Source: an optimization exercise on an open RTL-to-GDS flow (aim: small area). Production flows keep margins and buffers that such runs may drop.
Only simulation tests tie the RTL to the original design; equivalence was not proved.
Power and IR drop assume default switching activity. The flow treats the clock pin as an ideal source, which a real chip does not have.

## DLL_RD
module DLL_RD(
	input wire sclk,
	input wire srst_n,
	input wire [11:0] cc_p_h_i,		         
    input wire [11:0] cc_p_d_i,		         
	input wire [11:0] cc_np_h_i,		     
	input wire [11:0] cc_cpl_h_i,	         
    input wire [11:0] cc_cpl_d_i,            
	output wire [255:0] dll2tl_data_o,
    output wire [2:0] dll2tl_data_en_o,
    output wire [11:0] ep_cc_p_h_o,
    output wire [11:0] ep_cc_p_d_o,
	output wire ep_cc_p_en_o,
    output wire [11:0] ep_cc_np_h_o,
    output wire ep_cc_np_en_o,
    output wire [11:0] ep_cc_cpl_h_o,
    output wire [11:0] ep_cc_cpl_d_o,
    output wire ep_cc_cpl_en_o,
    output wire [11:0] ep_cl_p_h_o,
    output wire [11:0] ep_cl_p_d_o,
    output wire [11:0] ep_cl_np_h_o,
    output wire [11:0] ep_cl_cpl_h_o,
    output wire [11:0] ep_cl_cpl_d_o,
	output wire ep_cl_en_o,
	output wire updatefc_p_o,
	output wire updatefc_np_o,
	output wire updatefc_cpl_o,
	input wire arb_ready_i,
	output wire dllp_valid_o,
	output wire [255:0] dllp_data_o,
	input pipe2dll_valid_i,
	input wire [255:0] pipe2dll_data_i,
	output wire [15:0] acknak_seq_num_o,
    output wire [1:0] acknak_seq_en_o,
	output wire [1:0] dlcm_state
);
assign ep_cl_en_o = (dlcm_state == 2'd3);
wire init1_send;
wire init2_send;
wire init1_received;
wire init2_received;
wire dlcm_change;
wire NAK_scheduled;
wire [11:0] next_rcv_seq;
DLL_DLCMSM dlcmsm 
(
	.sclk(sclk),
	.srst_n(srst_n),
	.init1_end_i(init1_send & init1_received),
	.init2_end_i(init2_send & init2_received),
	.DLCM_state_o(dlcm_state),
	.DLCM_change_o(dlcm_change)
);
DLL_DLLP_Generator dllp_generator
(
	.sclk(sclk),
	.clear_i(dlcm_change),
	.DLCM_state_i(dlcm_state),
	.init1_send_o(init1_send),
	.init2_send_o(init2_send),
	.cc_p_h_i(cc_p_h_i),
	.cc_p_d_i(cc_p_d_i),
	.cc_np_h_i(cc_np_h_i),
	.cc_cpl_h_i(cc_cpl_h_i),
	.cc_cpl_d_i(cc_cpl_d_i),
	.updatefc_p_o(updatefc_p_o),
  ...
Settings: LEC_CHECK=0, CAP_MARGIN=20, CORE_MARGIN=2, CORE_UTILIZATION=60, CTS_BUF_LIST=sky130_fd_sc_hd__clkbuf_16, CTS_CLUSTER_DIAMETER=80, CTS_CLUSTER_SIZE=30, PLACE_DENSITY=0.75, SLEW_MARGIN=20; clock period 6.0 ns.
standard.sh (not shown) runs the stock make flow with config.mk's settings and CLKGATE_MAP_FILE= SYNTH_SCRIPT=/design/flow/synth_recipe.tcl, a recipe that flattens the netlist after the stock synthesis.
==> flow/flow/run.sh <==
#!/bin/bash
# The standard layout (the standard.sh: ORFS synthesis, floorplan, place, CTS, route,
# finish) with two changes: the port buffers that global placement inserts are
# sky130_fd_sc_hd__buf_1, and clock tree synthesis inserts no dummy loads.
set -euo pipefail
cd "$(dirname "$0")/.."
CTS="-sink_clustering_enable -repair_clock_nets -buf_list sky130_fd_sc_hd__clkbuf_16"
CTS="$CTS -sink_clustering_size 30 -sink_clustering_max_diameter 80 -dont_use_dummy_load"
bash standard.sh "BUFFER_PORTS_ARGS=-buffer_cell sky130_fd_sc_hd__buf_1" "CTS_ARGS=$CTS" finish > make_finish.log 2>&1
==> next run, changes <==
==> flow/flow/run.sh (replaced) <==
#!/bin/bash
# The standard layout (the standard.sh: ORFS synthesis, floorplan, place, CTS, route,
# finish), with the port buffers that global placement inserts made from
# sky130_fd_sc_hd__buf_1 instead of the cell buffer_ports picks by default.
set -euo pipefail
cd "$(dirname "$0")/.."
bash standard.sh "BUFFER_PORTS_ARGS=-buffer_cell sky130_fd_sc_hd__buf_1" finish > make_finish.log 2>&1
CORE_UTILIZATION = 75   (was 60)
PLACE_DENSITY = 0.85   (was 0.75)
Effect:
- With this change the flow aborted during 3_2_place_iop on PPL-0024
- synthesized area does not change
- synthesized cell count is unchanged
==> next run, changes <==
CORE_UTILIZATION = 60   (was 75)
PLACE_DENSITY = 0.75   (was 0.85)
Now the flow produced a clean layout.
Synthesized area is unchanged.
Synthesized cell count stays the same.
==> next run, changes <==
==> flow/flow/run.sh (replaced) <==
#!/bin/bash
# The standard layout (the standard.sh: ORFS synthesis, floorplan, place, CTS, route,
# finish) with two changes: the port buffers that global placement inserts are
# sky130_fd_sc_hd__buf_1, and clock tree synthesis inserts no dummy loads.
set -euo pipefail
cd "$(dirname "$0")/.."
CTS="-sink_clustering_enable -repair_clock_nets -buf_list sky130_fd_sc_hd__clkbuf_16"
CTS="$CTS -sink_clustering_size 30 -sink_clustering_max_diameter 80 -dont_use_dummy_load"
bash standard.sh "BUFFER_PORTS_ARGS=-buffer_cell sky130_fd_sc_hd__buf_1" "CTS_ARGS=$CTS" finish > make_finish.log 2>&1
CORE_UTILIZATION = 66   (was 60)
PLACE_DENSITY = 0.8   (was 0.75)
=> The changed run completed with no timing, DRC or antenna violations. Critical path depth does not change. Wire length hardly moves. Sequential share of layout area went up by 0.40 points.

* * *

Another version of the RTL of DLL_RD (not shown whole).
Size: roughly 980 I/O pins, roughly 51,000 um^2 of cells after synthesis.
Settings: LEC_CHECK=0, CAP_MARGIN=20, CORE_MARGIN=2, CORE_UTILIZATION=60, CTS_BUF_LIST=sky130_fd_sc_hd__clkbuf_16, CTS_CLUSTER_DIAMETER=80, CTS_CLUSTER_SIZE=30, PLACE_DENSITY=0.75, SLEW_MARGIN=20; clock period 6.0 ns.
==> flow/flow/run.sh <==
#!/bin/bash
# The standard layout (the standard.sh: ORFS synthesis, floorplan, place, CTS, route,
# finish) with two changes: the port buffers that global placement inserts are
# sky130_fd_sc_hd__buf_1, and clock tree synthesis inserts no dummy loads.
set -euo pipefail
cd "$(dirname "$0")/.."
CTS="-sink_clustering_enable -repair_clock_nets -buf_list sky130_fd_sc_hd__clkbuf_16"
CTS="$CTS -sink_clustering_size 30 -sink_clustering_max_diameter 80 -dont_use_dummy_load"
bash standard.sh "BUFFER_PORTS_ARGS=-buffer_cell sky130_fd_sc_hd__buf_1" "CTS_ARGS=$CTS" finish > make_finish.log 2>&1
Next try:
- CORE_UTILIZATION: 60 -> 66
- PLACE_DENSITY: 0.75 -> 0.8
Clock power is lower by about 2%. Fmax barely changes. Routed wire length is lower by 2.8%. Setup slack improves by 0.012 ns. Sequential cell count stays the same. Total power is about the same. Clock-buffer cell count is lower by 2. Design area stays flat. Area after synthesis does not change. Clock skew is lower by 0.0092 ns.

[separate check: timing with driven ports]
In the flow no input, the clock included, has a driving cell. The finished layouts below were timed again as built, in two steps. Step 1 (the two cells are an assumption about what drives the block):
set clk [get_ports {sclk}]
set_driving_cell -lib_cell sky130_fd_sc_hd__clkbuf_16 $clk
set_driving_cell -lib_cell sky130_fd_sc_hd__buf_2 [delete_from_list [all_inputs] $clk]
Step 2 moves the port delays by t, midway between the first and last clock arrival at a register: inputs arrive t later, outputs are due t later. That takes back most of the time a late clock gives input paths. a / b / c = ideal / step 1 / step 2; a / b = the first two.
run	t (ns)	slack for setup (ns)	cell pins on the clock port's net
the first run of note 1	0.725	0.154 / 0.079 / 0.804	1
the third run of note 1	0.750	0.137 / 0.063 / 0.813	1
the fourth run of note 1	0.700	0.210 / 0.135 / 0.835	1
the first run of note 2	0.717	0.215 / 0.139 / 0.618	1
the second run of note 2	0.715	0.227 / 0.148 / 0.825	1
After both steps every run listed still meets setup and hold.
